Source: an optimization exercise on an open RTL-to-GDS flow (aim: small area, a short achievable clock period and few clock cycles per item). Production flows keep margins and buffers that such runs may drop.
The RTL was checked by simulation tests, not by an equivalence proof against the original design.
No activity file was given, so power comes from the tool's default toggle rates.

==> design/flow/design.v <==
module single_divider (Clk, a_in, d_in, q_out, r_out);
input Clk;
input [7:0] a_in, d_in;
output [7:0] q_out, r_out;
wire [0:0] x0 = a_in[7:7];
wire [1:0] b_0;
wire [0:0] df_0;
assign b_0[0] = 1'b0;
assign df_0[0] = x0[0] ^ d_in[0] ^ b_0[0];
assign b_0[1] = (~x0[0] & d_in[0]) | (~(x0[0] ^ d_in[0]) & b_0[0]);
wire ge_0 = (d_in[7:1] == 0) && !b_0[1];
wire [0:0] r1 = ge_0 ? df_0 : x0;
wire [0:0] qq1 = {ge_0};
wire [6:0] aa1 = a_in[6:0];
wire [1:0] x1 = {r1, aa1[6:6]};
wire [2:0] b_1;
wire [1:0] df_1;
assign b_1[0] = 1'b0;
assign df_1[0] = x1[0] ^ d_in[0] ^ b_1[0];
assign b_1[1] = (~x1[0] & d_in[0]) | (~(x1[0] ^ d_in[0]) & b_1[0]);
assign df_1[1] = x1[1] ^ d_in[1] ^ b_1[1];
assign b_1[2] = (~x1[1] & d_in[1]) | (~(x1[1] ^ d_in[1]) & b_1[1]);
wire ge_1 = (d_in[7:2] == 0) && !b_1[2];
wire [1:0] r2 = ge_1 ? df_1 : x1;
wire [1:0] qq2 = {qq1, ge_1};
wire [5:0] aa2 = aa1[5:0];
wire [2:0] x2 = {r2, aa2[5:5]};
wire [3:0] b_2;
wire [2:0] df_2;
assign b_2[0] = 1'b0;
assign df_2[0] = x2[0] ^ d_in[0] ^ b_2[0];
assign b_2[1] = (~x2[0] & d_in[0]) | (~(x2[0] ^ d_in[0]) & b_2[0]);
assign df_2[1] = x2[1] ^ d_in[1] ^ b_2[1];
assign b_2[2] = (~x2[1] & d_in[1]) | (~(x2[1] ^ d_in[1]) & b_2[1]);
assign df_2[2] = x2[2] ^ d_in[2] ^ b_2[2];
assign b_2[3] = (~x2[2] & d_in[2]) | (~(x2[2] ^ d_in[2]) & b_2[2]);
wire ge_2 = (d_in[7:3] == 0) && !b_2[3];
wire [2:0] r3 = ge_2 ? df_2 : x2;
wire [2:0] qq3 = {qq2, ge_2};
wire [4:0] aa3 = aa2[4:0];
reg [2:0] r_p1;
always @(posedge Clk) r_p1 <= r3;
reg [4:0] a_p1;
always @(posedge Clk) a_p1 <= aa3;
reg [2:0] q_p1;
always @(posedge Clk) q_p1 <= qq3;
reg [7:0] d_p1;
always @(posedge Clk) d_p1 <= d_in;
wire [3:0] x3 = {r_p1, a_p1[4:4]};
wire [4:0] b_3;
wire [3:0] df_3;
assign b_3[0] = 1'b0;
assign df_3[0] = x3[0] ^ d_p1[0] ^ b_3[0];
assign b_3[1] = (~x3[0] & d_p1[0]) | (~(x3[0] ^ d_p1[0]) & b_3[0]);
assign df_3[1] = x3[1] ^ d_p1[1] ^ b_3[1];
assign b_3[2] = (~x3[1] & d_p1[1]) | (~(x3[1] ^ d_p1[1]) & b_3[1]);
assign df_3[2] = x3[2] ^ d_p1[2] ^ b_3[2];
assign b_3[3] = (~x3[2] & d_p1[2]) | (~(x3[2] ^ d_p1[2]) & b_3[2]);
assign df_3[3] = x3[3] ^ d_p1[3] ^ b_3[3];
assign b_3[4] = (~x3[3] & d_p1[3]) | (~(x3[3] ^ d_p1[3]) & b_3[3]);
wire ge_3 = (d_p1[7:4] == 0) && !b_3[4];
wire [3:0] r4 = ge_3 ? df_3 : x3;
wire [3:0] qq4 = {q_p1, ge_3};
wire [3:0] aa4 = a_p1[3:0];
wire [4:0] x4 = {r4, aa4[3:3]};
wire [5:0] b_4;
wire [4:0] df_4;
assign b_4[0] = 1'b0;
assign df_4[0] = x4[0] ^ d_p1[0] ^ b_4[0];
assign b_4[1] = (~x4[0] & d_p1[0]) | (~(x4[0] ^ d_p1[0]) & b_4[0]);
assign df_4[1] = x4[1] ^ d_p1[1] ^ b_4[1];
assign b_4[2] = (~x4[1] & d_p1[1]) | (~(x4[1] ^ d_p1[1]) & b_4[1]);
assign df_4[2] = x4[2] ^ d_p1[2] ^ b_4[2];
assign b_4[3] = (~x4[2] & d_p1[2]) | (~(x4[2] ^ d_p1[2]) & b_4[2]);
assign df_4[3] = x4[3] ^ d_p1[3] ^ b_4[3];
assign b_4[4] = (~x4[3] & d_p1[3]) | (~(x4[3] ^ d_p1[3]) & b_4[3]);
assign df_4[4] = x4[4] ^ d_p1[4] ^ b_4[4];
assign b_4[5] = (~x4[4] & d_p1[4]) | (~(x4[4] ^ d_p1[4]) & b_4[4]);
wire ge_4 = (d_p1[7:5] == 0) && !b_4[5];
wire [4:0] r5 = ge_4 ? df_4 : x4;
wire [4:0] qq5 = {qq4, ge_4};
wire [2:0] aa5 = aa4[2:0];
reg [4:0] r_p2;
always @(posedge Clk) r_p2 <= r5;
reg [2:0] a_p2;
always @(posedge Clk) a_p2 <= aa5;
reg [4:0] q_p2;
always @(posedge Clk) q_p2 <= qq5;
reg [7:0] d_p2;
always @(posedge Clk) d_p2 <= d_p1;
wire [5:0] x5 = {r_p2, a_p2[2:2]};
wire [6:0] b_5;
wire [5:0] df_5;
assign b_5[0] = 1'b0;
assign df_5[0] = x5[0] ^ d_p2[0] ^ b_5[0];
assign b_5[1] = (~x5[0] & d_p2[0]) | (~(x5[0] ^ d_p2[0]) & b_5[0]);
assign df_5[1] = x5[1] ^ d_p2[1] ^ b_5[1];
assign b_5[2] = (~x5[1] & d_p2[1]) | (~(x5[1] ^ d_p2[1]) & b_5[1]);
assign df_5[2] = x5[2] ^ d_p2[2] ^ b_5[2];
assign b_5[3] = (~x5[2] & d_p2[2]) | (~(x5[2] ^ d_p2[2]) & b_5[2]);
assign df_5[3] = x5[3] ^ d_p2[3] ^ b_5[3];
assign b_5[4] = (~x5[3] & d_p2[3]) | (~(x5[3] ^ d_p2[3]) & b_5[3]);
assign df_5[4] = x5[4] ^ d_p2[4] ^ b_5[4];
assign b_5[5] = (~x5[4] & d_p2[4]) | (~(x5[4] ^ d_p2[4]) & b_5[4]);
assign df_5[5] = x5[5] ^ d_p2[5] ^ b_5[5];
assign b_5[6] = (~x5[5] & d_p2[5]) | (~(x5[5] ^ d_p2[5]) & b_5[5]);
wire ge_5 = (d_p2[7:6] == 0) && !b_5[6];
wire [5:0] r6 = ge_5 ? df_5 : x5;
wire [5:0] qq6 = {q_p2, ge_5};
wire [1:0] aa6 = a_p2[1:0];
wire [6:0] x6 = {r6, aa6[1:1]};
wire [7:0] b_6;
wire [6:0] df_6;
assign b_6[0] = 1'b0;
assign df_6[0] = x6[0] ^ d_p2[0] ^ b_6[0];
assign b_6[1] = (~x6[0] & d_p2[0]) | (~(x6[0] ^ d_p2[0]) & b_6[0]);
assign df_6[1] = x6[1] ^ d_p2[1] ^ b_6[1];
assign b_6[2] = (~x6[1] & d_p2[1]) | (~(x6[1] ^ d_p2[1]) & b_6[1]);
assign df_6[2] = x6[2] ^ d_p2[2] ^ b_6[2];
assign b_6[3] = (~x6[2] & d_p2[2]) | (~(x6[2] ^ d_p2[2]) & b_6[2]);
assign df_6[3] = x6[3] ^ d_p2[3] ^ b_6[3];
assign b_6[4] = (~x6[3] & d_p2[3]) | (~(x6[3] ^ d_p2[3]) & b_6[3]);
assign df_6[4] = x6[4] ^ d_p2[4] ^ b_6[4];
assign b_6[5] = (~x6[4] & d_p2[4]) | (~(x6[4] ^ d_p2[4]) & b_6[4]);
assign df_6[5] = x6[5] ^ d_p2[5] ^ b_6[5];
assign b_6[6] = (~x6[5] & d_p2[5]) | (~(x6[5] ^ d_p2[5]) & b_6[5]);
assign df_6[6] = x6[6] ^ d_p2[6] ^ b_6[6];
assign b_6[7] = (~x6[6] & d_p2[6]) | (~(x6[6] ^ d_p2[6]) & b_6[6]);
wire ge_6 = (d_p2[7:7] == 0) && !b_6[7];
wire [6:0] r7 = ge_6 ? df_6 : x6;
wire [6:0] qq7 = {qq6, ge_6};
wire [0:0] aa7 = aa6[0:0];
reg [6:0] r_p3;
always @(posedge Clk) r_p3 <= r7;
reg [0:0] a_p3;
always @(posedge Clk) a_p3 <= aa7;
reg [6:0] q_p3;
always @(posedge Clk) q_p3 <= qq7;
reg [7:0] d_p3;
always @(posedge Clk) d_p3 <= d_p2;
wire [7:0] x7 = {r_p3, a_p3[0:0]};
wire ge_7_1 = 1'b1 && (x7 >= d_p3[7:0]);
wire [7:0] df_7_1 = x7 - d_p3[7:0];
wire [7:0] r8 = ge_7_1 ? df_7_1 : x7;
wire [7:0] qq8 = {q_p3, ge_7_1};
reg [7:0] r_p4;
always @(posedge Clk) r_p4 <= r8;
reg [7:0] q_p4;
always @(posedge Clk) q_p4 <= qq8;
assign q_out = q_p4;
assign r_out = r_p4;
endmodule
`timescale 1 ns / 100 ps
module Out_of_Order_divider (clk, rst, start, memory_write_complete, dd_addr, dd_data, qr_we, qr_addr, qr_data);
input clk, rst, start;
output memory_write_complete;
output [4:0] dd_addr;
input [15:0] dd_data;
output qr_we;
output [4:0] qr_addr;
output [15:0] qr_data;
reg [5:0] cnt;
wire last = cnt[5] && (cnt[1:0] == 2'd3);
always @(posedge clk, posedge rst)
begin
  if (rst)
    cnt <= 6'd0;
  else if (last)
    cnt <= 6'd0;
  else if (start || cnt != 6'd0)
    cnt <= cnt + 6'd1;
end
wire [5:0] wcnt = cnt - 6'd4;
assign dd_addr = cnt[4:0];
assign qr_we = (cnt >= 6'd4);
assign qr_addr = wcnt[4:0];
assign memory_write_complete = last;
single_divider divider (.Clk(clk), .a_in(dd_data[15:8]), .d_in(dd_data[7:0]), .q_out(qr_data[15:8]), .r_out(qr_data[7:0]));
endmodule
==> design/flow/flow/run.sh <==
#!/bin/bash
set -euo pipefail
bash standard.sh BUFFER_PORTS_ARGS="-buffer_cell sky130_fd_sc_hd__buf_1" ADDER_MAP_FILE= CTS_ARGS="-sink_clustering_enable -repair_clock_nets -dont_use_dummy_load" finish > standard.log 2>&1
==> design/flow/standard.sh <==
#!/bin/bash
# synth_recipe.tcl (not shown) runs the flow's synth.tcl, then flattens the netlist and writes it again
# the make line also repeats each setting of config.mk as NAME=value (left out here)
make -C /OpenROAD-flow-scripts/flow DESIGN_CONFIG=/design/flow/config.mk WORK_HOME=/design/flow/orfs CLKGATE_MAP_FILE= SYNTH_SCRIPT=/design/flow/synth_recipe.tcl "${@:-finish}"
==> design/flow/config.mk <==
export PLATFORM = sky130hd
export DESIGN_NAME = Out_of_Order_divider
export DESIGN_NICKNAME = Out_of_Order_divider
export VERILOG_FILES = /design/flow/design.v
export SDC_FILE = /design/flow/constraint.sdc
export NUM_CORES = 4
export LEC_CHECK = 0
export ABC_AREA = 1
export CAP_MARGIN = 20
export CORE_MARGIN = 2
export CORE_UTILIZATION = 40
export PLACE_DENSITY = 0.6
export SETUP_SLACK_MARGIN = 2.8
export SLEW_MARGIN = 20
==> design/flow/constraint.sdc <==
create_clock -name core_clock -period 6.0 [get_ports {clk}]
set_input_delay 1.2000 -clock core_clock [delete_from_list [all_inputs] [get_ports {clk}]]
set_output_delay 1.2000 -clock core_clock [all_outputs]
set_load 0.01 [all_outputs]
==> results of run 1 <==
cell usage after synthesis, drive strengths merged, types with 2 or more instances:
cell type,number,area [sq um]
xor2,14,123
o221ai,2,17.5
o21ai,21,116
xnor2,8,70.1
nor4,2,12.5
o21bai,3,22.5
dfxtp,79,1580
a21oi,9,45.0
a31oi,4,25.0
nand3,19,95.1
nor3,3,25.0
or2,10,62.6
inv,63,239
nor2,45,169
nand4,2,12.5
buf,7,52.6
dfrtp,6,150
o21a,2,15.0
nand2,110,455
power by group through the flow:
| stage | logic [mW] | clock network (mW) | registers (mW) |
|---|---|---|---|
| after CTS | 0.338 | 0.320 | 0.687 |
| after global routing | 0.384 | 0.345 | 0.698 |
| final | 0.333 | 0.303 | 0.686 |
| after global placement | 0.331 | 0 | 0.698 |
| after detailed placement | 0.337 | 0 | 0.700 |
| after floorplan | 0.270 | 0 | 0.706 |
logic make-up (layout without fill, tap and decap cells):
group | count (synthesis) | after routing | synth area share [%]
adder cells (fa/ha/maj) | 1 | 1 | 0.333
buffers and inverters | 71 | 118 | 8.73
AND/OR/NAND/NOR | 194 | 194 | 25.3
AO/OA/AOI/OAI | 47 | 47 | 8.73
XOR/XNOR | 22 | 22 | 5.70
flip-flops | 85 | 85 | 51.2
worst register-to-register path: cells and delay by family (launching register included):
kind          cells  cell delay (ns)
flops             1             0.43
buf+inv           1             0.10
simple gates     27             2.10
stage by stage:
step | total power, mW | instances | hold WS (ns) | utilization (%)
floorplan | 0.976 | 420 | 0.310 | -
finish | 1.32 | 572 | 0.311 | 45.7
detailed placement | 1.04 | 563 | 0.312 | 44.2
global placement | 1.03 | 563 | 0.310 | 44.2
CTS | 1.35 | 572 | 0.311 | 45.7
global route | 1.43 | 572 | 0.320 | 45.7
worst max-delay path by stage:
stage          startpoint         endpoint  slack [ns]  depth (start not counted)
2_1_floorplan  dd_data[3]  divider.r_p1[0]        3.10                         13
3_3_place_gp   dd_data[3]  divider.r_p1[0]        2.84                         14
3_5_place_dp   dd_data[3]  divider.r_p1[0]        2.64                         14
4_1_cts        dd_data[3]  divider.r_p1[0]        3.04                         14
5_1_grt        dd_data[3]  divider.r_p1[0]        2.87                         14
6_report       dd_data[3]  divider.r_p1[0]        3.13                         14
routing by layer:
metal  vias to the layer above  part of all wire (%)  GRT usage, %
met3                        11                   3.7          3.29
met1                      1106                    46          14.8
li1                       1392                     -             -
met4                         0                   2.2          6.43
met5                         -                     0             0
met2                        42                    48          22.7
registers in the layout (all words and copies together) (netlist names):
register,flops
divider.r_p3,7
divider.q_p2,5
divider.d_p1,8
divider.r_p4,8
divider.r_p2,5
divider.a_p1,5
divider.q_p4,8
divider.r_p1,3
divider.d_p2,8
cnt,6
divider.a_p2,3
divider.q_p1,3
divider.a_p3,1
divider.d_p3,8
divider.q_p3,7
placed cells by master, fill, tap and decap left out, types with 3 or more instances in the layout:
cell type   n
or2_2       9
clkbuf_8    9
inv_2       5
o21bai_1    3
a21oi_1     9
nor2_1     44
nand2_2     8
xor2_1     14
o21ai_2     3
o21ai_0    17
inv_1      57
nand2_1    99
nand2_4     3
xnor2_1     8
dfrtp_1     6
nand3_1    19
buf_1      46
dfxtp_1    79
a31oi_1     4
timing repair:
item	CTS	global route
hold buffers	0	0
endpoints found under the setup margin	0	1
hold endpoints to repair	0	0
gates resized for setup	0	1
area by class of cell:
type	instances	area, sq um	share of cell area [%]
clock buffers	9	124	3.30
inverters	63	239	6.36
multi-input cells	264	1360	36.2
flip-flops and latches	85	1730	46.1
well taps	105	131	3.50
repair buffers	46	173	4.60
==> impl_metrics.toml, run 1 <==
[routing]
vias = 2551
route.detailed.drc = 0
drtIter0Drc = 69
drt.antenna.violating_nets = 0
drt_wl_total_mm = 5.43
vias_per_cell = 4.46
avgRoutedWirePerCell_um = 9.49
dr.pass1.iters = 4

[critical_path]
cp_slowest_stage_delay_ns = 0.29
crit_buf_inv = 3
crit_family = "simple AND/OR/NAND/NOR gates"
path_max_fanout = 5
rrSetupSlack_ns = 3.24
cp_cell_sequence = "buf_1 -> nor4_1 -> nand2_1 -> nor2_1 -> o221ai_1 -> o221ai_1 -> nand2_1 -> inv_1 -> nor2_1 -> inv_1 -> o21bai_1 -> nor2_2 -> nand2_1 -> a22o_1"
r2r_start = "divider.d_p2[2]"
cpMostUsedCell = "nand2_1"
cpMaxStageDelayCell = "o221ai_1"
critPathRequiredTime_ns = 6.27
start_kind = "primary input"
critPathCaptureType = "flop"
reg2reg_depth = 28
cp.arrival_ns = 3.14
r2r-end = "divider.r_p3[2]"
criticalPathCategory = "primary input to flop"

[hold_path]
hp-class = "flop to flop"
hold_end = "divider.q_p2[3]"
whs_path_depth = 0
hold_start = "divider.q_p1[1]"

[sta]
layout_setup_ws_ns = 3.13
rsz0062_at_grt = "no"
setup_viol = 0
period_minus_slack_ns = 2.87
fin_worst_skew_ns = 0.0352
slew_headroom_pct = 59.6
max_freq_mhz = 348
finalHoldViolCount = 0
worst_slew_pin_slew_ns = 0.604
drv_slew = 0
post-route-period-util_pct = 47.9
tns_ns = 0

[yosys]
synth-seq-cells = 85
ys.flop_type = "dfxtp_1"
ys_types = 38
synthCells = 420
yosysWarnings = 2
avgSynthCellArea_sq_um = 8.06
synth_area_sq_um = 3380
synth-edff-count = 0
syn_nets = 439
async_flop_share_pct = 7.06
yosysSeqAreaShare_pct = 51.2

[clock_tree]
cts_buffers = 9
clkTransAtPathRegs_ns = 0.10
clkLatencyLatePin_ns = 0.36
cts_max_path_buffers = 2
cts-htree-levels = 3
root_buffer = "clkbuf_8"
cts_tree = "built"
cts.sinks = 85
cts_setup_buffers = 0

[global_route]
grt_antenna_before_repair = 0
grt_pass1_wl_mm = 9.29
grt_max_degree = 17
track_usage_pct = 13.0
grt_pass1_vias = 2248
grt_overflow = 0

[die]
std_cell_rows = 33
die_area_sq_um = 9210
fp.dieW_um = 96.0
floorplan.initialDensity_pct = 41.2
die_y_um = 96.0
core_region_area_sq_um = 8220
ios = 47

[power_and_ir_drop]
pwr-share-clk_pct = 22.9
cellLeakagePower_nw = 1.83
internal_power_mw = 0.901
power_density_nw_per_um2 = 352
p_sw_share_pct = 31.9
max-vdd-ir-drop_uv = 114
comb_power_share_pct = 25.2
p_seq_share_pct = 51.9
p_switching_mw = 0.422

[cells_and_area]
syn2layout_area_growth_pct = 11.1
fillers = 846
layout-drive-gt1-share_pct = 9.42
diodes = 0
design_area_sq_um = 3760
nets = 488

[placed_design]
dp_hpwl_mm = 4.27
dp_slack_ns = 2.64
portBuffers = 46
placed_cell_area_sq_um = 3630
gp_congestion = 0.884

[outcome]
status = "complete, no violations"

[job]
cap_violations = 0
Testbench counts, summed over its fixed seeds: cycles 6,912, jobs 192.
==> run 2, diff against run 1 <==
--- a/design/flow/config.mk
+++ b/design/flow/config.mk
@@ -12,3 +12,3 @@
 export PLACE_DENSITY = 0.6
-export SETUP_SLACK_MARGIN = 2.8
+export SETUP_SLACK_MARGIN = 2.5
 export SLEW_MARGIN = 20
==> impl_metrics.toml, run 2 <==
[yosys]
yosysWarnings = 2
synth_area_sq_um = 3380
synth_top_area_cell = "dfxtp_1"
ys.flop_type = "dfxtp_1"
yosysTopAreaCellShare_pct = 46.7
avgSynthCellArea_sq_um = 8.06
synth-seq-cells = 85
synthTopCellsByArea = "dfxtp_1 47%, nand2_1 11%, inv_1 6.3%"
synth.top_cells.by_count = "99 x nand2_1, 79 x dfxtp_1, 57 x inv_1, 45 x nor2_1, 19 x nand3_1"
yosysSeqAreaShare_pct = 51.2
ys_types = 38
async_flop_share_pct = 7.06
syn_nets = 439
yosysMostFrequentCell = "nand2_1"
synthCells = 420
synth-edff-count = 0

[placed_design]
gp_congestion = 0.884
portBuffers = 46
dp_slack_ns = 2.64
placed_cell_area_sq_um = 3630
place_inst = 563
dp_hpwl_mm = 4.27

[cells_and_area]
layout-drive-gt1-share_pct = 9.21
nets = 488
instances_no_fill = 572
syn2layout_area_growth_pct = 11.0
final_common_cell = "nand2_1"
fin_util_pct = 45.7
fillers = 848
design_area_sq_um = 3750
diodes = 0
multi_input_area_sq_um = 1360
final_cell_mix = "99 x nand2_1, 79 x dfxtp_1, 57 x inv_1"
final-seq-area_sq_um = 1730

[sta]
drv_slew = 0
post-route-period-util_pct = 48.9
fin_worst_skew_ns = 0.0352
finalHoldViolCount = 0
setup_viol = 0
period_minus_slack_ns = 2.93
worst_slew_pin_slew_ns = 0.604
rsz0062_at_grt = "no"
hold-worst-slack_ns = 0.311
tns_ns = 0
layout_setup_ws_ns = 3.07
slew_headroom_pct = 59.6
max_freq_mhz = 341

[die]
die_y_um = 96.0
fp.dieW_um = 96.0
die_area_sq_um = 9210
floorplan.initialDensity_pct = 41.2
core_region_area_sq_um = 8220
std_cell_rows = 33
ios = 47

[clock_tree]
cts_max_path_buffers = 2
ctsResizeCount = 0
cts_setup_buffers = 0
cts_buffers = 9
cts-htree-levels = 3
cts_tree = "built"
cts_hold_buf = 0
root_buffer = "clkbuf_8"
clkLatencyLatePin_ns = 0.36
clkTransAtPathRegs_ns = 0.10
cts.sinks = 85

[routing]
drt_wl_total_mm = 5.43
drt.antenna.violating_nets = 0
vias = 2550
route.detailed.drc = 0
vias_per_cell = 4.46
avgRoutedWirePerCell_um = 9.49
dr.pass1.iters = 4
drtIter0Drc = 69

[hold_path]
hp-class = "flop to flop"

[job]
cap_violations = 0

[power_and_ir_drop]
max-vdd-ir-drop_uv = 114
p_total_mw = 1.32
cellLeakagePower_nw = 1.83
power_density_nw_per_um2 = 352

[critical_path]
critPathCaptureType = "flop"
r2r_start = "divider.d_p2[2]"
start_kind = "primary input"
criticalPathCategory = "primary input to flop"
crit_start = "dd_data[3]"
r2r-end = "divider.r_p3[2]"
cp.arrival_ns = 3.20
rrSetupSlack_ns = 3.24
path_max_fanout = 5
critPathCapture = "divider.r_p1[0]"
reg2reg_depth = 28
critPathRequiredTime_ns = 6.27

[global_route]
grt_max_degree = 17
track_usage_pct = 13.0
grt_pass1_wl_mm = 9.29
grt_overflow = 0
grt_antenna_before_repair = 0
grt_pass1_vias = 2248

[outcome]
status = "complete, no violations"
run 2: changes by cell type in the layout (fill, tap and decap cells not counted):
cell    previous run  this run
nor2_2             1         0
nor2_1            44        45
run 2: worst min-delay path by stage:
stage	slack [ns]	cells past startpoint	endpoint	start
after floorplan	0.31	0	divider.a_p2[0]	divider.a_p1[0]
after global routing	0.32	0	divider.q_p3[6]	divider.q_p2[4]
after detailed placement	0.31	0	divider.q_p4[6]	divider.q_p3[5]
final	0.31	0	divider.q_p2[3]	divider.q_p1[1]
after CTS	0.31	0	divider.q_p2[3]	divider.q_p1[1]
after global placement	0.31	0	divider.a_p2[0]	divider.a_p1[0]
run 2: cell type report:
type | count | area share [%]
clock buffers | 9 | 3.30
multi-input cells | 264 | 36.1
well taps | 105 | 3.50
repair buffers | 46 | 4.60
inverters | 63 | 6.36
flip-flops and latches | 85 | 46.1
run 2: cell families after synthesis:
| group | after synthesis | share of synthesized area (%) |
|---|---|---|
| buffers and inverters | 71 | 8.73 |
| DFF | 85 | 51.2 |
| AOI/OAI and AO/OA | 47 | 8.73 |
| and+or+nand+nor | 194 | 25.3 |
| adders and majority gates | 1 | 0.333 |
| xor gates and xnor gates | 22 | 5.70 |
run 2: layer usage:
layer  track usage, %  vias up  wire length [um]
met3             3.29       11               199
met1             14.8     1105              2520
li1                 -     1392                 -
met4             6.43        0               117
met5                0        -                 0
met2             22.7       42              2590
run 2: critical path, stage by stage:
cell	delay [ns]
buf_1	0.08
nor4_1	0.25
nand2_1	0.12
nor2_1	0.20
o221ai_1	0.18
o221ai_1	0.29
nand2_1	0.09
inv_1	0.08
nor2_1	0.04
inv_1	0.05
o21bai_1	0.09
nor2_1	0.26
nand2_1	0.08
a22o_1	0.18
run 2: power by group:
part	total, mW	switching (mW)	leakage, nW	internal, mW
Sequential	0.686	0.0447	0.731	0.642
Clock	0.303	0.169	0.0647	0.134
Combinational	0.333	0.208	1.03	0.125
==> run 3, diff against run 2 <==
--- a/design/flow/config.mk
+++ b/design/flow/config.mk
@@ -12,3 +12,3 @@
 export PLACE_DENSITY = 0.6
-export SETUP_SLACK_MARGIN = 2.5
+export SETUP_SLACK_MARGIN = 3.2
 export SLEW_MARGIN = 20
==> impl_metrics.toml, run 3 <==
[outcome]
status = "complete, no violations"

[critical_path]
critPathCaptureType = "flop"
reg2reg_depth = 28
path_max_fanout = 5
start_kind = "primary input"
cp.arrival_ns = 3.01
criticalPathCategory = "primary input to flop"
critPathRequiredTime_ns = 6.27

[power_and_ir_drop]
internal_power_mw = 0.913
pwr-share-clk_pct = 22.5
max-vdd-ir-drop_uv = 129
p_seq_share_pct = 51.0
cellLeakagePower_nw = 1.90
p_sw_share_pct = 32.3
comb_power_share_pct = 26.5
p_total_mw = 1.35
power_density_nw_per_um2 = 338
p_switching_mw = 0.435

[yosys]
synth_top_area_cell = "dfxtp_1"
ys.flop_type = "dfxtp_1"
yosysTopAreaCellShare_pct = 46.7
yosysWarnings = 2
synth_area_sq_um = 3380
synth.top_cells.by_count = "99 x nand2_1, 79 x dfxtp_1, 57 x inv_1, 45 x nor2_1, 19 x nand3_1"
yosysSeqAreaShare_pct = 51.2
synth-seq-cells = 85
yosysMostFrequentCell = "nand2_1"
synthCells = 420
syn_nets = 439
synth-edff-count = 0
ys_types = 38
async_flop_share_pct = 7.06
avgSynthCellArea_sq_um = 8.06
synthTopCellsByArea = "dfxtp_1 47%, nand2_1 11%, inv_1 6.3%"

[clock_tree]
cts_max_path_buffers = 2
cts_hold_buf = 0
clkLatencyLatePin_ns = 0.36
cts.sinks = 85
cts-htree-levels = 3
root_buffer = "clkbuf_8"
cts_buffers = 9
cts_tree = "built"
clkTransAtPathRegs_ns = 0.10

[die]
ios = 47
die_area_sq_um = 9210
die_y_um = 96.0
floorplan.initialDensity_pct = 41.2
fp.dieW_um = 96.0
std_cell_rows = 33
core_region_area_sq_um = 8220

[cells_and_area]
final_cell_mix = "88 x nand2_1, 73 x dfxtp_1, 54 x inv_1"
final_common_cell = "nand2_1"
diodes = 0
nets = 495
design_area_sq_um = 3990
syn2layout_area_growth_pct = 17.9
fin_util_pct = 48.5
layout-drive-gt1-share_pct = 18.4

[sta]
finalHoldViolCount = 0
setup_viol = 0
fin_worst_skew_ns = 0.0346
rsz0062_at_grt = "yes"
post-route-period-util_pct = 45.7
max_freq_mhz = 365
period_minus_slack_ns = 2.74
worst_slew_pin_slew_ns = 0.742
drv_slew = 0
slew_headroom_pct = 50.3
tns_ns = 0

[routing]
vias = 2605
route.detailed.drc = 0
drt_wl_total_mm = 5.74
drt.antenna.violating_nets = 0
drtIter0Drc = 47
dr.pass1.iters = 4
vias_per_cell = 4.50
avgRoutedWirePerCell_um = 9.92

[global_route]
grt_antenna_before_repair = 0
grt_pass1_vias = 2360
track_usage_pct = 13.4
grt_max_degree = 17
grt_pass1_wl_mm = 9.60
grt_overflow = 0

[placed_design]
portBuffers = 46
dp_hpwl_mm = 4.32
gp_congestion = 0.874
placed_cell_area_sq_um = 3640

[hold_path]
hp-class = "flop to flop"
whs_path_depth = 0

[job]
cap_violations = 0
==> run 3: cell counts after synthesis <==
Identical to the previous run, type by type.
==> run 3: kinds of logic after synthesis <==
logic type / Yosys count / synth area share, %
simple gates: 194 / 25.3
flops: 85 / 51.2
buf+inv: 71 / 8.73
compound gates: 47 / 8.73
xor+xnor: 22 / 5.70
fa+ha+maj: 1 / 0.333
==> run 3: per-stage QoR <==
| step | hold slack [ns] | setup slack [ns] | cells |
|---|---|---|---|
| detailed placement | 0.312 | 2.76 | 563 |
| global route | 0.303 | 3.15 | 579 |
| CTS | 0.310 | 3.22 | 572 |
| finish | 0.305 | 3.26 | 579 |
| floorplan | 0.310 | 3.14 | 420 |
| global placement | 0.310 | 2.90 | 563 |
==> run 3: power groups by stage <==
| stage | Clock [mW] | Sequential (mW) | Combinational, mW |
|---|---|---|---|
| final | 0.303 | 0.688 | 0.357 |
| after CTS | 0.319 | 0.687 | 0.339 |
| after global routing | 0.344 | 0.701 | 0.412 |
| after global placement | 0 | 0.698 | 0.331 |
| after floorplan | 0 | 0.706 | 0.270 |
| after detailed placement | 0 | 0.700 | 0.338 |
==> run 3: worst max-delay path, stage by stage <==
cell and delay, ns:
buf_6 0.10, nor4_4 0.28, nand2_2 0.12, a2111o_1 0.33, nand2_2 0.11, xor2_2 0.17, nand2_2 0.07, o21a_1 0.13
o21bai_2 0.21, nor2_4 0.08, a22o_1 0.22
==> run 3: layer usage <==
layer | vias to the layer above | part of all wire (%) | GRT usage (%)
li1 | 1401 | - | -
met1 | 1142 | 43 | 14.6
met2 | 47 | 50 | 23.4
met3 | 15 | 4.1 | 4.46
met4 | 0 | 3.1 | 6.67
met5 | - | 0 | 0
==> run 3: final timing paths <==
| path | slack, ns | startpoint | end |
|---|---|---|---|
| max in group asynchronous | 5.05 | rst | cnt[4] |
| hold / removal | 0.31 | divider.q_p1[1] | divider.q_p2[3] |
| setup reg to reg | 3.38 | divider.r_p2[0] | divider.r_p3[2] |
| setup / recovery | 3.26 | dd_data[7] | divider.r_p1[0] |
| min in group asynchronous | 0.75 | rst | cnt[3] |
| hold reg to reg | 0.31 | divider.q_p1[1] | divider.q_p2[3] |
==> run 3: what timing repair did <==
action                     CTS  global route
setup endpoints to repair    1            16
hold endpoints to repair     0             0
cloned                       0             0
buffers inserted             0             7
pin swaps                    2            14
gates resized for setup      1            50
==> run 3: final cells by class <==
class,count,area (sq um)
clock buffer,9,124
fill,819,4230
inverter,63,239
multi-input combinational,264,1510
sequential,85,1740
tap,105,131
timing repair buffer,53,240
==> run 4, diff against run 3 <==
--- a/design/flow/config.mk
+++ b/design/flow/config.mk
@@ -12,3 +12,3 @@
 export PLACE_DENSITY = 0.6
-export SETUP_SLACK_MARGIN = 3.2
+export SETUP_SLACK_MARGIN = 3.1
 export SLEW_MARGIN = 20
==> impl_metrics.toml, run 4 <==
[placed_design]
gp_congestion = 0.870
dp_hpwl_mm = 4.33
placed_cell_area_sq_um = 3630
portBuffers = 46

[yosys]
synth-edff-count = 0
async_flop_share_pct = 7.06
ys.flop_type = "dfxtp_1"
synthCells = 420
yosysWarnings = 2
synth.top_cells.by_count = "99 x nand2_1, 79 x dfxtp_1, 57 x inv_1, 45 x nor2_1, 19 x nand3_1"
syn_nets = 439
synth-seq-cells = 85
yosysTopAreaCellShare_pct = 46.7
yosysSeqAreaShare_pct = 51.2
ys_types = 38
synthTopCellsByArea = "dfxtp_1 47%, nand2_1 11%, inv_1 6.3%"
yosysMostFrequentCell = "nand2_1"
synth_area_sq_um = 3380
avgSynthCellArea_sq_um = 8.06
synth_top_area_cell = "dfxtp_1"

[hold_path]
whs_path_depth = 0
hold_start = "divider.q_p3[6]"
hp-class = "flop to flop"
hold_end = "divider.q_p4[7]"

[die]
die_area_sq_um = 9210
ios = 47
core_region_area_sq_um = 8220
std_cell_rows = 33
floorplan.initialDensity_pct = 41.2
die_y_um = 96.0
fp.dieW_um = 96.0

[sta]
finalHoldViolCount = 0
drv_slew = 0
max_freq_mhz = 354
slew_headroom_pct = 49.8
rsz0062_at_grt = "yes"
setup_viol = 0
period_minus_slack_ns = 2.83
fin_worst_skew_ns = 0.0290
worst_slew_pin_slew_ns = 0.750
tns_ns = 0
post-route-period-util_pct = 47.1

[routing]
drtIter0Drc = 66
drt.antenna.violating_nets = 0
vias_per_cell = 4.47
vias = 2576
drt_wl_total_mm = 5.68
avgRoutedWirePerCell_um = 9.86
dr.pass1.iters = 6
route.detailed.drc = 0

[cells_and_area]
final_common_cell = "nand2_1"
diodes = 0
nets = 492
layout-drive-gt1-share_pct = 15.1
fillers = 832
syn2layout_area_growth_pct = 14.8
design_area_sq_um = 3880
fin_util_pct = 47.3
final_cell_mix = "93 x nand2_1, 74 x dfxtp_1, 55 x inv_1"

[clock_tree]
cts.sinks = 85
clkTransAtPathRegs_ns = 0.09
root_buffer = "clkbuf_8"
cts-htree-levels = 3
cts_max_path_buffers = 2
cts_buffers = 9
cts_tree = "built"
clkLatencyLatePin_ns = 0.36

[critical_path]
crit_start = "dd_data[7]"
r2r-end = "divider.r_p3[2]"
r2r_start = "divider.d_p2[2]"
critPathRequiredTime_ns = 6.26
start_kind = "primary input"
rrSetupSlack_ns = 3.35
critPathCaptureType = "flop"
path_max_fanout = 5
criticalPathCategory = "primary input to flop"
reg2reg_depth = 27
cp.arrival_ns = 3.09

[power_and_ir_drop]
power_density_nw_per_um2 = 344
max-vdd-ir-drop_uv = 144
cellLeakagePower_nw = 1.85

[outcome]
status = "complete, no violations"

[global_route]
grt_antenna_before_repair = 0
track_usage_pct = 13.7
grt_pass1_vias = 2282
grt_overflow = 0
grt_max_degree = 17
grt_pass1_wl_mm = 9.58

[job]
cap_violations = 0
-- run 4: timing repair --
item | 4_1_cts | 5_1_grt
hold buffers | 0 | 0
buffers inserted | 0 | 4
gates resized for setup | 0 | 29
setup endpoints to repair | 0 | 12
-- run 4: layout make-up --
| type | instances | area, sq um | share of cell area, % |
|---|---|---|---|
| Clock buffer | 9 | 124 | 3.19 |
| Inverter | 63 | 239 | 6.15 |
| Multi-Input combinational cell | 264 | 1440 | 37.1 |
| Sequential cell | 85 | 1750 | 44.9 |
| Tap cell | 105 | 131 | 3.38 |
| Timing Repair Buffer | 50 | 203 | 5.22 |
-- run 4: stage by stage --
step	hold slack, ns	worst slack [ns]	total power [mW]	instances
after global placement	0.310	2.89	1.03	563
after detailed placement	0.312	2.76	1.04	563
after global routing	0.303	3.05	1.45	576
final	0.299	3.17	1.34	576
after CTS	0.303	3.16	1.35	572
after floorplan	0.310	3.13	0.976	420
-- run 4: how the worst max path moves through the flow --
stage / endpoint / slack, ns
detailed placement: divider.r_p1[0] / 2.76
finish: divider.r_p1[0] / 3.17
floorplan: divider.r_p1[0] / 3.13
global placement: divider.r_p1[0] / 2.89
global route: divider.r_p1[0] / 3.05
CTS: divider.r_p1[0] / 3.16
-- run 4: worst max-delay path: stages --
cell and delay [ns]:
buf_1 0.09, nor4_1 0.27, nand2_1 0.13, buf_4 0.15
a2111o_1 0.30, nand2_2 0.09, xor2_2 0.14, nand2_1 0.08
o21a_1 0.13, o21bai_2 0.21, nor2_4 0.07, a22o_1 0.23
-- run 4: kinds of logic (layout without fill, tap and decap cells) --
kind of cell	Yosys count	after routing	share of synthesized area, %
simple gates	194	194	25.3
buf+inv	71	122	8.73
xor+xnor	22	22	5.70
compound gates	47	47	8.73
fa+ha+maj	1	1	0.333
flops	85	85	51.2
-- run 4: where the power goes --
part | internal (mW) | switching, mW | leakage (nW)
registers | 0.641 | 0.0441 | 0.732
logic | 0.130 | 0.215 | 1.05
clock network | 0.134 | 0.172 | 0.0647
-- run 4: layer usage --
layer / vias up / wire [um] / share of wire [%] / track usage [%]
met5: - / 0 / 0 / 0
met1: 1129 / 2550 / 45 / 15.3
li1: 1398 / - / - / -
met3: 10 / 218 / 3.8 / 4.23
met2: 39 / 2790 / 49 / 23.4
met4: 0 / 118 / 2.1 / 7.26
==> run 5, diff against run 4 <==
--- a/design/flow/config.mk
+++ b/design/flow/config.mk
@@ -12,3 +12,3 @@
 export PLACE_DENSITY = 0.6
-export SETUP_SLACK_MARGIN = 3.1
+export SETUP_SLACK_MARGIN = 3.0
 export SLEW_MARGIN = 20
==> impl_metrics.toml, run 5 <==
[sta]
setup_viol = 0
layout_setup_ws_ns = 3.24
post-route-period-util_pct = 46.0
fin_worst_skew_ns = 0.0325
finalHoldViolCount = 0
drv_slew = 0
slew_headroom_pct = 59.8
tns_ns = 0
period_minus_slack_ns = 2.76
max_freq_mhz = 362
worst_slew_pin_slew_ns = 0.601
rsz0062_at_grt = "no"

[critical_path]
path_max_fanout = 5
rrSetupSlack_ns = 3.28
criticalPathCategory = "primary input to flop"
start_kind = "primary input"
crit_start = "dd_data[3]"
critPathCaptureType = "flop"
cp.arrival_ns = 3.02
r2r_start = "divider.r_p2[0]"
reg2reg_depth = 25
r2r-end = "divider.r_p3[2]"
critPathRequiredTime_ns = 6.26

[yosys]
synth-seq-cells = 85
ys_types = 38
synthCells = 420
yosysWarnings = 2
syn_nets = 439
synth-edff-count = 0
synthTopCellsByArea = "dfxtp_1 47%, nand2_1 11%, inv_1 6.3%"
synth_top_area_cell = "dfxtp_1"
async_flop_share_pct = 7.06
synth.top_cells.by_count = "99 x nand2_1, 79 x dfxtp_1, 57 x inv_1, 45 x nor2_1, 19 x nand3_1"
ys.flop_type = "dfxtp_1"
yosysMostFrequentCell = "nand2_1"
synth_area_sq_um = 3380
yosysSeqAreaShare_pct = 51.2
yosysTopAreaCellShare_pct = 46.7
avgSynthCellArea_sq_um = 8.06

[routing]
dr.pass1.iters = 4
avgRoutedWirePerCell_um = 9.47
vias_per_cell = 4.46
route.detailed.drc = 0
drtIter0Drc = 68
vias = 2553
drt.antenna.violating_nets = 0
drt_wl_total_mm = 5.42

[power_and_ir_drop]
cellLeakagePower_nw = 1.83
power_density_nw_per_um2 = 351
max-vdd-ir-drop_uv = 114
p_total_mw = 1.32

[placed_design]
dp_hpwl_mm = 4.27
gp_congestion = 0.884
portBuffers = 46
placed_cell_area_sq_um = 3630
dp_slack_ns = 2.64

[global_route]
use_met1_pct = 14.8
grt_pass1_wl_mm = 9.29
grt_overflow = 0
track_usage_pct = 13.0
grtUsageMet3_pct = 3.29
grt_pass1_vias = 2248
grt_max_degree = 17
use_met2_pct = 22.7
grt_antenna_before_repair = 0
gr-max-usage-layer = "met2"

[hold_path]
hp-class = "flop to flop"
hold_start = "divider.q_p1[1]"
whs_path_depth = 0
hold_end = "divider.q_p2[3]"

[die]
core_region_area_sq_um = 8220
die_area_sq_um = 9210
fp.dieW_um = 96.0
floorplan.initialDensity_pct = 41.2
die_y_um = 96.0
ios = 47
std_cell_rows = 33

[cells_and_area]
final_cell_mix = "98 x nand2_1, 78 x dfxtp_1, 57 x inv_1"
diodes = 0
final_common_cell = "nand2_1"
syn2layout_area_growth_pct = 11.6
design_area_sq_um = 3780
nets = 488
layout-drive-gt1-share_pct = 10.7

[job]
cap_violations = 0

[clock_tree]
cts_hold_buf = 0
cts.sinks = 85
cts_buffers = 9
cts_setup_buffers = 0
root_buffer = "clkbuf_8"
cts_tree = "built"
cts_max_path_buffers = 2
clkTransAtPathRegs_ns = 0.10
cts-htree-levels = 3
clkLatencyLatePin_ns = 0.36
ctsResizeCount = 0

[outcome]
status = "complete, no violations"
## run 5: routing by layer
layer	vias up	wire [um]	share of wire [%]
met1	1111	2500	46
met4	0	116	2.1
met5	-	0	0
met3	11	201	3.7
met2	41	2600	48
li1	1390	-	-
## run 5: area by class of cell
cell class                      instances  area [sq um]
Clock buffer                            9           124
Tap cell                              105           131
Multi-Input combinational cell        264          1380
Timing Repair Buffer                   46           173
Sequential cell                        85          1730
Fill cell                             846          4440
Inverter                               63           239
## run 5: power by group
group          total, mW  switching (mW)  internal (mW)  leakage (nW)
Sequential         0.686          0.0446          0.642         0.731
Clock              0.304           0.170          0.134        0.0647
Combinational      0.334           0.209          0.126          1.03
Total               1.32           0.423          0.902          1.83
## run 5: logic make-up after synthesis
group / synth area share [%]
AND/OR/NAND/NOR: 25.3
flip-flops: 51.2
buffers and inverters: 8.73
AO/OA/AOI/OAI: 8.73
XOR/XNOR: 5.70
adder cells (fa/ha/maj): 0.333
## run 5: worst max path at each step
stage	endpoint	cells after the start	slack, ns
5_1_grt	divider.r_p3[5]	27	3.03
2_1_floorplan	divider.r_p1[0]	13	3.10
3_3_place_gp	divider.r_p1[0]	14	2.84
6_report	divider.r_p1[0]	14	3.24
3_5_place_dp	divider.r_p1[0]	14	2.64
4_1_cts	divider.r_p1[0]	14	3.04
## run 5: stage by stage
step,hold WS [ns],std cells,utilization (%)
global route,0.320,572,46.0
finish,0.316,572,46.0
floorplan,0.310,420,-
global placement,0.310,563,44.2
detailed placement,0.312,563,44.2
CTS,0.311,572,45.7
## run 5: worst max-delay path, stage by stage
cell      delay (ns)
buf_1           0.08
nor4_1          0.25
nand2_1         0.14
nor2_2          0.15
o221ai_1        0.18
o221ai_2        0.23
nand2_1         0.09
inv_1           0.09
nor2_1          0.04
inv_1           0.05
o21bai_1        0.10
nor2_2          0.18
nand2_1         0.07
a22o_1          0.17
==> run 6, diff against run 5 <==
--- a/design/flow/config.mk
+++ b/design/flow/config.mk
@@ -10,4 +10,4 @@
 export CORE_MARGIN = 2
-export CORE_UTILIZATION = 40
-export PLACE_DENSITY = 0.6
+export CORE_UTILIZATION = 50
+export PLACE_DENSITY = 0.7
 export SETUP_SLACK_MARGIN = 3.0
==> impl_metrics.toml, run 6 <==
[critical_path]
cp_cell_sequence = "buf_1 -> nor4_2 -> nand2_1 -> a2111o_1 -> nand2_1 -> xor2_1 -> nand2_1 -> o21a_1 -> o21bai_1 -> nor2_2 -> a22o_1"
critPathCaptureType = "flop"
critPathRequiredTime_ns = 6.22
crit_family = "compound AO/OA/AOI/OAI gates"
cpMostUsedCell = "nand2_1"
reg2reg_depth = 28
criticalPathCategory = "primary input to flop"
r2r_start = "divider.a_p2[2]"
start_kind = "primary input"
crit_cells = 11
cpMaxStageDelayCell = "a2111o_1"
path_max_fanout = 5
cp.arrival_ns = 3.04
crit_start = "dd_data[3]"
crit_buf_inv = 1
cp_slowest_stage_delay_ns = 0.32

[power_and_ir_drop]
max-vdd-ir-drop_uv = 222
p_total_mw = 1.33
cellLeakagePower_nw = 1.84
internal_power_mw = 0.905
power_density_nw_per_um2 = 349
p_switching_mw = 0.423
p_sw_share_pct = 31.8
comb_power_share_pct = 26.0
pwr-share-clk_pct = 22.4
p_seq_share_pct = 51.7

[die]
die_area_sq_um = 7440
ios = 47
std_cell_rows = 29
floorplan.initialDensity_pct = 52.4
core_region_area_sq_um = 6460
fp.dieW_um = 86.3
die_y_um = 86.3

[hold_path]
hp-class = "flop to flop"
whs_path_depth = 0
hold_start = "divider.q_p3[1]"

[cells_and_area]
nets = 491
final_common_cell = "nand2_1"
syn2layout_area_growth_pct = 12.2
diodes = 0
fillers = 606
layout-drive-gt1-share_pct = 12.3
final_cell_mix = "97 x nand2_1, 76 x dfxtp_1, 57 x inv_1"
fin_util_pct = 58.8

[global_route]
grt_antenna_before_repair = 0
grt_pass1_vias = 2442
grt_overflow = 0
grt_pass1_wl_mm = 9.60
grt_max_degree = 17
track_usage_pct = 16.3

[yosys]
synth_area_sq_um = 3380
ys.flop_type = "dfxtp_1"
synthAdderAreaFrac_pct = 0.333
synthCells = 420
synthTopCellsByArea = "dfxtp_1 47%, nand2_1 11%, inv_1 6.3%"
synth_top_area_cell = "dfxtp_1"
async_flop_share_pct = 7.06
synth_xor_area_share_pct = 5.70
avgSynthCellArea_sq_um = 8.06
syn_nets = 439
synth_top_family_by_area = "simple AND/OR/NAND/NOR gates"
synth-simple-area-share_pct = 25.3
synth-seq-cells = 85
yosysMostFrequentCell = "nand2_1"
ys_types = 38
synth_compound_area_share_pct = 8.73
synth.top_cells.by_count = "99 x nand2_1, 79 x dfxtp_1, 57 x inv_1, 45 x nor2_1, 19 x nand3_1"
yosysTopAreaCellShare_pct = 46.7
synth-edff-count = 0
muxShareOfSynthArea_pct = 0
yosysWarnings = 2
yosysSeqAreaShare_pct = 51.2

[placed_design]
gp_congestion = 0.843
dp_hpwl_mm = 4.27
dp_slack_ns = 2.75
portBuffers = 46

[routing]
drt_wl_total_mm = 5.54
drtIter0Drc = 83
vias_per_cell = 4.72
vias = 2581
dr.pass1.iters = 4
avgRoutedWirePerCell_um = 10.1
drt.antenna.violating_nets = 0
route.detailed.drc = 0

[sta]
slew_headroom_pct = 49.8
setup_viol = 0
hold-worst-slack_ns = 0.325
post-route-period-util_pct = 47.0
drv_slew = 0
period_minus_slack_ns = 2.82
layout_setup_ws_ns = 3.18
tns_ns = 0
rsz0062_at_grt = "yes"
finalHoldViolCount = 0
max_freq_mhz = 354
fin_worst_skew_ns = 0.0214
worst_slew_pin_slew_ns = 0.750

[clock_tree]
cts_tree = "built"
cts_hold_buf = 0
cts.sinks = 85
cts_max_path_buffers = 2
cts_buffers = 9
root_buffer = "clkbuf_8"
cts-htree-levels = 3
clkTransAtPathRegs_ns = 0.06
clkLatencyLatePin_ns = 0.35

[job]
cap_violations = 0

[outcome]
status = "complete, no violations"
-- run 6: cell counts after synthesis --
No cell type changed its count.
-- run 6: power groups by stage --
stage / Combinational, mW / Clock, mW / Sequential (mW)
floorplan: 0.270 / 0 / 0.706
global route: 0.396 / 0.332 / 0.697
global placement: 0.328 / 0 / 0.696
CTS: 0.339 / 0.311 / 0.686
finish: 0.344 / 0.297 / 0.686
detailed placement: 0.338 / 0 / 0.699
-- run 6: stage by stage --
stage          instances  instance area, sq um
4_1_cts              544                  3720
5_1_grt              547                  3800
3_5_place_dp         535                  3600
6_report             547                  3800
2_1_floorplan        420                  3380
3_3_place_gp         535                  3600
-- run 6: logic make-up (layout without fill, tap and decap cells) --
logic type	count (synthesis)	count (layout)
and+or+nand+nor	194	194
buffers and inverters	71	121
DFF	85	85
adders and majority gates	1	1
xor gates and xnor gates	22	22
AOI/OAI and AO/OA	47	47
-- run 6: repair_timing --
| item | in CTS | in global routing |
|---|---|---|
| gates resized for setup | 0 | 14 |
| buffers inserted | 0 | 3 |
| setup endpoints to repair | 0 | 11 |
-- run 6: final timing paths --
path	to	slack, ns
worst max register to register	divider.r_p3[2]	3.27
worst min-delay path	divider.q_p4[2]	0.32
min in group asynchronous	cnt[4]	0.75
max in group asynchronous	cnt[0]	5.04
worst max-delay path	divider.r_p1[0]	3.18
worst min register to register	divider.q_p4[2]	0.32
-- run 6: area by class of cell --
| type | instances | area [sq um] | area share [%] |
|---|---|---|---|
| inverters | 63 | 239 | 6.29 |
| flip-flops and latches | 85 | 1740 | 45.7 |
| repair buffers | 49 | 195 | 5.14 |
| clock buffers | 9 | 124 | 3.26 |
| multi-input cells | 264 | 1410 | 37.1 |
| well taps | 77 | 96.3 | 2.54 |
-- run 6: per-layer routing --
layer	vias up	GRT usage [%]	wire length, um
met5	-	0	0
met4	0	10.4	165
met3	11	3.71	195
met2	54	28.6	2730
met1	1118	17.7	2450
li1	1398	-	-
-- run 6: worst reg2reg max path: cells and delay by family (launching register included) --
family / cells / cell delay, ns
AO/OA/AOI/OAI: 1 / 0.18
flip-flops: 1 / 0.33
buffers and inverters: 1 / 0.06
AND/OR/NAND/NOR: 26 / 2.07
==> run 7, diff against run 6 <==
--- a/design/flow/config.mk
+++ b/design/flow/config.mk
@@ -10,4 +10,4 @@
 export CORE_MARGIN = 2
-export CORE_UTILIZATION = 50
-export PLACE_DENSITY = 0.7
+export CORE_UTILIZATION = 55
+export PLACE_DENSITY = 0.75
 export SETUP_SLACK_MARGIN = 3.0
==> impl_metrics.toml, run 7 <==
[outcome]
status = "complete, no violations"

[sta]
worst_slew_pin_slew_ns = 0.739
setup_viol = 0
post-route-period-util_pct = 46.6
max_freq_mhz = 358
finalHoldViolCount = 0
hold-worst-slack_ns = 0.308
tns_ns = 0
drv_slew = 0
period_minus_slack_ns = 2.79
rsz0062_at_grt = "no"
slew_headroom_pct = 50.5
fin_worst_skew_ns = 0.0277

[global_route]
track_usage_pct = 17.6
grt_pass1_vias = 2260
grt_overflow = 0
grt_max_degree = 18
grt_pass1_wl_mm = 8.88
grt_antenna_before_repair = 0

[routing]
drtIter0Drc = 123
route.detailed.drc = 0
vias_per_cell = 4.83
drt.antenna.violating_nets = 0
vias = 2635
drt_wl_total_mm = 5.43
dr.pass1.iters = 4
avgRoutedWirePerCell_um = 9.97

[die]
std_cell_rows = 28
core_region_area_sq_um = 5920
die_y_um = 82.4
die_area_sq_um = 6790
floorplan.initialDensity_pct = 57.1
fp.dieW_um = 82.4
ios = 47

[critical_path]
cp_slowest_stage_delay_ns = 0.30
critPathRequiredTime_ns = 6.24
cpMostUsedCell = "nand2_1"
criticalPathCategory = "primary input to flop"
path_max_fanout = 5
cp_cell_sequence = "buf_1 -> nor4_2 -> nand2_1 -> nor2_2 -> o221ai_1 -> o221ai_2 -> nand2_1 -> inv_1 -> nor2_1 -> inv_1 -> o21bai_2 -> nor2_4 -> nand2_1 -> a22o_1"
cp.arrival_ns = 3.03
reg2reg_depth = 27
rrSetupSlack_ns = 3.31
cpMaxStageDelayCell = "nor4_2"
r2r_start = "divider.d_p2[2]"
r2r-end = "divider.r_p3[2]"
critPathCaptureType = "flop"
start_kind = "primary input"

[placed_design]
dp_hpwl_mm = 4.18
portBuffers = 46
gp_congestion = 0.795
place_inst = 533
placed_cell_area_sq_um = 3590

[clock_tree]
clkTransAtPathRegs_ns = 0.09
cts_hold_buf = 0
cts.sinks = 85
cts_max_path_buffers = 2
clkLatencyLatePin_ns = 0.36
root_buffer = "clkbuf_8"
cts_tree = "built"
cts_buffers = 9
cts-htree-levels = 3

[power_and_ir_drop]
max-vdd-ir-drop_uv = 245
p_seq_share_pct = 51.8
internal_power_mw = 0.906
power_density_nw_per_um2 = 349
pwr-share-clk_pct = 22.3
comb_power_share_pct = 25.9
p_total_mw = 1.33
p_switching_mw = 0.420
cellLeakagePower_nw = 1.84
p_sw_share_pct = 31.7

[hold_path]
hold_end = "divider.q_p3[3]"
whs_path_depth = 0
hold_start = "divider.q_p2[1]"
hp-class = "flop to flop"

[yosys]
synth_top_area_cell = "dfxtp_1"
synthCells = 420
synth-edff-count = 0
synth-seq-cells = 85
ys.flop_type = "dfxtp_1"
synth.top_cells.by_count = "99 x nand2_1, 79 x dfxtp_1, 57 x inv_1, 45 x nor2_1, 19 x nand3_1"
synth_area_sq_um = 3380
yosysWarnings = 2
avgSynthCellArea_sq_um = 8.06
yosysTopAreaCellShare_pct = 46.7
async_flop_share_pct = 7.06
syn_nets = 439
yosysSeqAreaShare_pct = 51.2
ys_types = 38
synthTopCellsByArea = "dfxtp_1 47%, nand2_1 11%, inv_1 6.3%"
yosysMostFrequentCell = "nand2_1"

[cells_and_area]
final_cell_mix = "95 x nand2_1, 75 x dfxtp_1, 56 x inv_1"
design_area_sq_um = 3800
nets = 491
layout-drive-gt1-share_pct = 13.4
syn2layout_area_growth_pct = 12.3
fillers = 495
instances_no_fill = 545
diodes = 0
final_common_cell = "nand2_1"

[job]
cap_violations = 0
## run 7: routing by layer
metal,track usage (%),vias up,routed length [um]
met4,10.5,0,104
met2,32.6,55,2820
li1,-,1400,-
met1,17.5,1169,2280
met5,0,-,0
met3,4.35,11,224
## run 7: repair_timing
action / CTS / global route
endpoints found under the setup margin: 0 / 11
resized for setup: 0 / 19
buffers inserted: 0 / 3
## run 7: cells by family (layout without fill, tap and decap cells)
family / Yosys count / count (layout) / synth area share [%]
fa+ha+maj: 1 / 1 / 0.333
flops: 85 / 85 / 51.2
xor+xnor: 22 / 22 / 5.70
simple gates: 194 / 194 / 25.3
compound gates: 47 / 47 / 8.73
buf+inv: 71 / 121 / 8.73
## run 7: how the worst max path moves through the flow
stage / startpoint / to / slack [ns] / cells past startpoint
4_1_cts: dd_data[3] / divider.r_p1[0] / 3.05 / 14
3_5_place_dp: dd_data[3] / divider.r_p1[0] / 2.69 / 14
2_1_floorplan: dd_data[3] / divider.r_p1[0] / 3.10 / 13
3_3_place_gp: dd_data[3] / divider.r_p1[0] / 2.84 / 14
5_1_grt: divider.a_p2[2] / divider.r_p3[4] / 2.98 / 28
6_report: dd_data[3] / divider.r_p1[0] / 3.21 / 14
## run 7: worst max-delay path: cells and delay by family
kind | cells | cell delay, ns
AND/OR/NAND/NOR | 7 | 0.90
AO/OA/AOI/OAI | 4 | 0.67
buffers and inverters | 3 | 0.26
## run 7: final cells by class
| class | instances | area (sq um) | area share (%) |
|---|---|---|---|
| inverter | 63 | 239 | 6.29 |
| sequential | 85 | 1740 | 45.7 |
| timing repair buffer | 49 | 195 | 5.14 |
| tap | 75 | 93.8 | 2.47 |
| clock buffer | 9 | 124 | 3.26 |
| multi-input combinational | 264 | 1410 | 37.1 |
## run 7: through the flow
step | setup slack [ns] | util, %
floorplan | 3.10 | -
global placement | 2.84 | 60.7
detailed placement | 2.69 | 60.7
CTS | 3.05 | 62.8
global route | 2.98 | 64.2
finish | 3.21 | 64.2
## run 7: power by group through the flow
| stage | combinational, mW | sequential (mW) | clock (mW) |
|---|---|---|---|
| finish | 0.343 | 0.686 | 0.296 |
| global placement | 0.326 | 0.697 | 0 |
| CTS | 0.337 | 0.687 | 0.309 |
| global route | 0.396 | 0.700 | 0.329 |
| detailed placement | 0.336 | 0.699 | 0 |
| floorplan | 0.270 | 0.706 | 0 |
==> run 8, diff against run 7 <==
--- a/design/flow/design.v
+++ b/design/flow/design.v
@@ -141,4 +141,5 @@
 wire [7:0] x7 = {r_p3, a_p3[0:0]};
-wire ge_7_1 = 1'b1 && (x7 >= d_p3[7:0]);
-wire [7:0] df_7_1 = x7 - d_p3[7:0];
+wire [8:0] t_7_1 = {1'b0, x7} - {1'b0, d_p3[7:0]};
+wire ge_7_1 = 1'b1 && !t_7_1[8];
+wire [7:0] df_7_1 = t_7_1[7:0];
 wire [7:0] r8 = ge_7_1 ? df_7_1 : x7;
==> design/flow/flow/run.sh (replaced) <==
#!/bin/bash
set -euo pipefail
bash standard.sh BUFFER_PORTS_ARGS="-buffer_cell sky130_fd_sc_hd__buf_1" ADDER_MAP_FILE= CTS_ARGS="-sink_clustering_enable -repair_clock_nets -dont_use_dummy_load -sink_clustering_size 40 -sink_clustering_max_diameter 300" finish > standard.log 2>&1
--- a/design/flow/config.mk
+++ b/design/flow/config.mk
@@ -10,4 +10,4 @@
 export CORE_MARGIN = 2
-export CORE_UTILIZATION = 55
-export PLACE_DENSITY = 0.75
+export CORE_UTILIZATION = 40
+export PLACE_DENSITY = 0.6
 export SETUP_SLACK_MARGIN = 3.0
==> impl_metrics.toml, run 8 <==
[die]
std_cell_rows = 33
floorplan.initialDensity_pct = 40.9
fp.dieW_um = 95.4
die_y_um = 95.4
die_area_sq_um = 9100
core_region_area_sq_um = 8180
ios = 47

[yosys]
yosysTopAreaCellShare_pct = 47.3
yosysMostFrequentCell = "nand2_1"
synth_area_sq_um = 3340
avgSynthCellArea_sq_um = 8.13
syn_nets = 430
yosysSeqAreaShare_pct = 51.8
synthCells = 411
yosysWarnings = 2
synth_top_area_cell = "dfxtp_1"
synth-seq-cells = 85
async_flop_share_pct = 7.06
synth-edff-count = 0
ys_types = 37
synthTopCellsByArea = "dfxtp_1 47%, nand2_1 11%, inv_1 5.5%"
synth.top_cells.by_count = "101 x nand2_1, 79 x dfxtp_1, 49 x inv_1, 38 x nor2_1, 22 x nand3_1"
ys.flop_type = "dfxtp_1"

[cells_and_area]
final_cell_mix = "101 x nand2_1, 76 x dfxtp_1, 49 x inv_1"
multi_input_area_sq_um = 1360
diodes = 0
final_common_cell = "nand2_1"
design_area_sq_um = 3730
final-seq-area_sq_um = 1740
fillers = 831
syn2layout_area_growth_pct = 11.7
layout-drive-gt1-share_pct = 11.1
nets = 479

[sta]
period_minus_slack_ns = 2.74
tns_ns = 0
post-route-period-util_pct = 45.6
slew_headroom_pct = 59.7
finalHoldViolCount = 0
max_freq_mhz = 365
drv_slew = 0
worst_slew_pin_slew_ns = 0.603
layout_setup_ws_ns = 3.26
fin_worst_skew_ns = 0.0227
rsz0062_at_grt = "no"
setup_viol = 0

[power_and_ir_drop]
max-vdd-ir-drop_uv = 123
power_density_nw_per_um2 = 346
cellLeakagePower_nw = 1.76

[routing]
drt_wl_total_mm = 5.17
dr.pass1.iters = 4
vias_per_cell = 4.42
drt.antenna.violating_nets = 0
drtIter0Drc = 95
avgRoutedWirePerCell_um = 9.17
route.detailed.drc = 0
vias = 2487

[hold_path]
hp-class = "flop to flop"

[clock_tree]
cts_max_path_buffers = 2
cts_tree = "built"
clkLatencyLatePin_ns = 0.35
root_buffer = "clkbuf_8"
cts_setup_buffers = 0
cts-htree-levels = 3
cts_hold_buf = 0
ctsResizeCount = 0
cts_buffers = 9
clkTransAtPathRegs_ns = 0.09
cts.sinks = 85

[critical_path]
critPathRequiredTime_ns = 6.25
cpMaxStageDelayCell = "nor4_1"
path_max_fanout = 6
start_kind = "primary input"
cp_cell_sequence = "buf_1 -> nor4_1 -> nand2_1 -> nor2_2 -> o211ai_1 -> a21oi_1 -> nor2_1 -> a21oi_1 -> o21ai_1 -> nor2_2 -> nand2_1 -> a22o_1"
cp.arrival_ns = 2.99
critPathCaptureType = "flop"
criticalPathCategory = "primary input to flop"
cp_slowest_stage_delay_ns = 0.28

[global_route]
grt_overflow = 0
track_usage_pct = 13.2
grt_pass1_vias = 2311
grt_max_degree = 18
grt_pass1_wl_mm = 9.37
grt_antenna_before_repair = 0

[placed_design]
placed_cell_area_sq_um = 3590
portBuffers = 46
gp_congestion = 0.817
dp_hpwl_mm = 4.11
dp_slack_ns = 2.72

[outcome]
status = "complete, no violations"

[job]
cap_violations = 0
run 8: cell types whose count changed after synthesis, sizes merged, moves of 2 or more:
cell	before	now
nor2	45	38
nand2	110	115
inv	63	55
or2	10	8
o21ai	21	23
xor2	14	10
nand3b	1	6
o21bai	3	1
nand3	19	22
a21oi	9	13
run 8: critical path, delay by kind of cell:
family                 cells  cell delay [ns]
AND/OR/NAND/NOR            6             0.96
buffers and inverters      1             0.09
AO/OA/AOI/OAI              5             0.73
run 8: logic make-up after synthesis:
logic type               after synthesis  synth area share, %
XOR/XNOR                              19                 5.20
buffers and inverters                 63                 7.97
flip-flops                            85                 51.8
AND/OR/NAND/NOR                      197                 26.7
AO/OA/AOI/OAI                         46                 7.97
adder cells (fa/ha/maj)                1                0.337
run 8: routing by layer:
layer	vias up	track usage, %	wire length [um]
met5	-	0	0
met4	0	5.71	95
met3	9	4.03	205
met2	33	24.4	2670
met1	1073	13.8	2190
li1	1372	-	-
run 8: area by class of cell:
| type | count | area share, % |
|---|---|---|
| clock buffers | 9 | 3.32 |
| inverters | 55 | 5.60 |
| multi-input cells | 263 | 36.4 |
| flip-flops and latches | 85 | 46.5 |
| well taps | 105 | 3.52 |
| repair buffers | 46 | 4.62 |
run 8: worst paths after layout:
path / slack, ns / startpoint / depth (start not counted) / to
min reg2reg: 0.31 / divider.q_p3[1] / 0 / divider.q_p4[2]
max: 3.26 / dd_data[3] / 12 / divider.r_p1[0]
max in group asynchronous: 5.05 / rst / 2 / cnt[1]
max reg2reg: 3.34 / divider.d_p2[0] / 24 / divider.r_p3[1]
min: 0.31 / divider.q_p3[1] / 0 / divider.q_p4[2]
min in group asynchronous: 0.73 / rst / 2 / cnt[4]
run 8: report_power, final:
part	switching, mW	internal, mW
combinational	0.200	0.119
sequential	0.0430	0.640
clock	0.156	0.134
run 8: stage by stage:
stage	total power, mW	hold slack, ns	instances	util [%]
6_report	1.29	0.314	563	45.7
5_1_grt	1.40	0.337	563	45.7
4_1_cts	1.31	0.317	563	45.4
3_5_place_dp	1.02	0.312	554	43.9
3_3_place_gp	1.01	0.311	554	43.9
2_1_floorplan	0.962	0.310	411	-
Testbench counts of run 8, summed over its fixed seeds: cycles 6,912, jobs 192.

-- afterwards: timing with drivers on the ports --
The results above use ideal ports. As a check the final layouts listed here were re-extracted and re-timed, cells and wires unchanged. Step 1 (the two cells are an assumption about what drives the block):
set clk [get_ports {clk}]
set_driving_cell -lib_cell sky130_fd_sc_hd__clkbuf_16 $clk
set_driving_cell -lib_cell sky130_fd_sc_hd__buf_2 [delete_from_list [all_inputs] $clk]
Step 2 adds t to the input delays and takes it off the output delays; t is the mean of the earliest and latest rising clock arrival at the registers after step 1. Input paths then give back, and output paths get back, about the clock's delay inside the block. a / b / c = ideal / step 1 / step 2; a / b = the first two.
| run | t (ns) | setup slack, ns | worst hold slack (ns) | slew at the worst register clock pin (ns) |
|---|---|---|---|---|
| run 1 | 0.372 | 3.126 / 3.136 / 2.764 | 0.311 / 0.311 / 0.311 | 0.10 / 0.10 |
| run 2 | 0.372 | 3.065 / 3.075 / 2.703 | 0.311 / 0.311 / 0.311 | 0.10 / 0.10 |
| run 3 | 0.374 | 3.258 / 3.257 / 2.883 | 0.305 / 0.305 / 0.305 | 0.10 / 0.10 |
| run 4 | 0.378 | 3.172 / 3.183 / 2.805 | 0.299 / 0.299 / 0.299 | 0.09 / 0.09 |
| run 5 | 0.370 | 3.238 / 3.247 / 2.876 | 0.316 / 0.316 / 0.316 | 0.10 / 0.10 |
| run 6 | 0.363 | 3.179 / 3.188 / 2.825 | 0.325 / 0.325 / 0.325 | 0.09 / 0.09 |
| run 7 | 0.371 | 3.206 / 3.216 / 2.845 | 0.308 / 0.308 / 0.308 | 0.09 / 0.09 |
| run 8 | 0.365 | 3.263 / 3.275 / 2.910 | 0.314 / 0.314 / 0.314 | 0.09 / 0.09 |
After both steps every run listed still meets setup and hold. The setup slack of run 3, which loses most, moves by -0.001 ns with the drivers and by -0.375 ns with both steps.
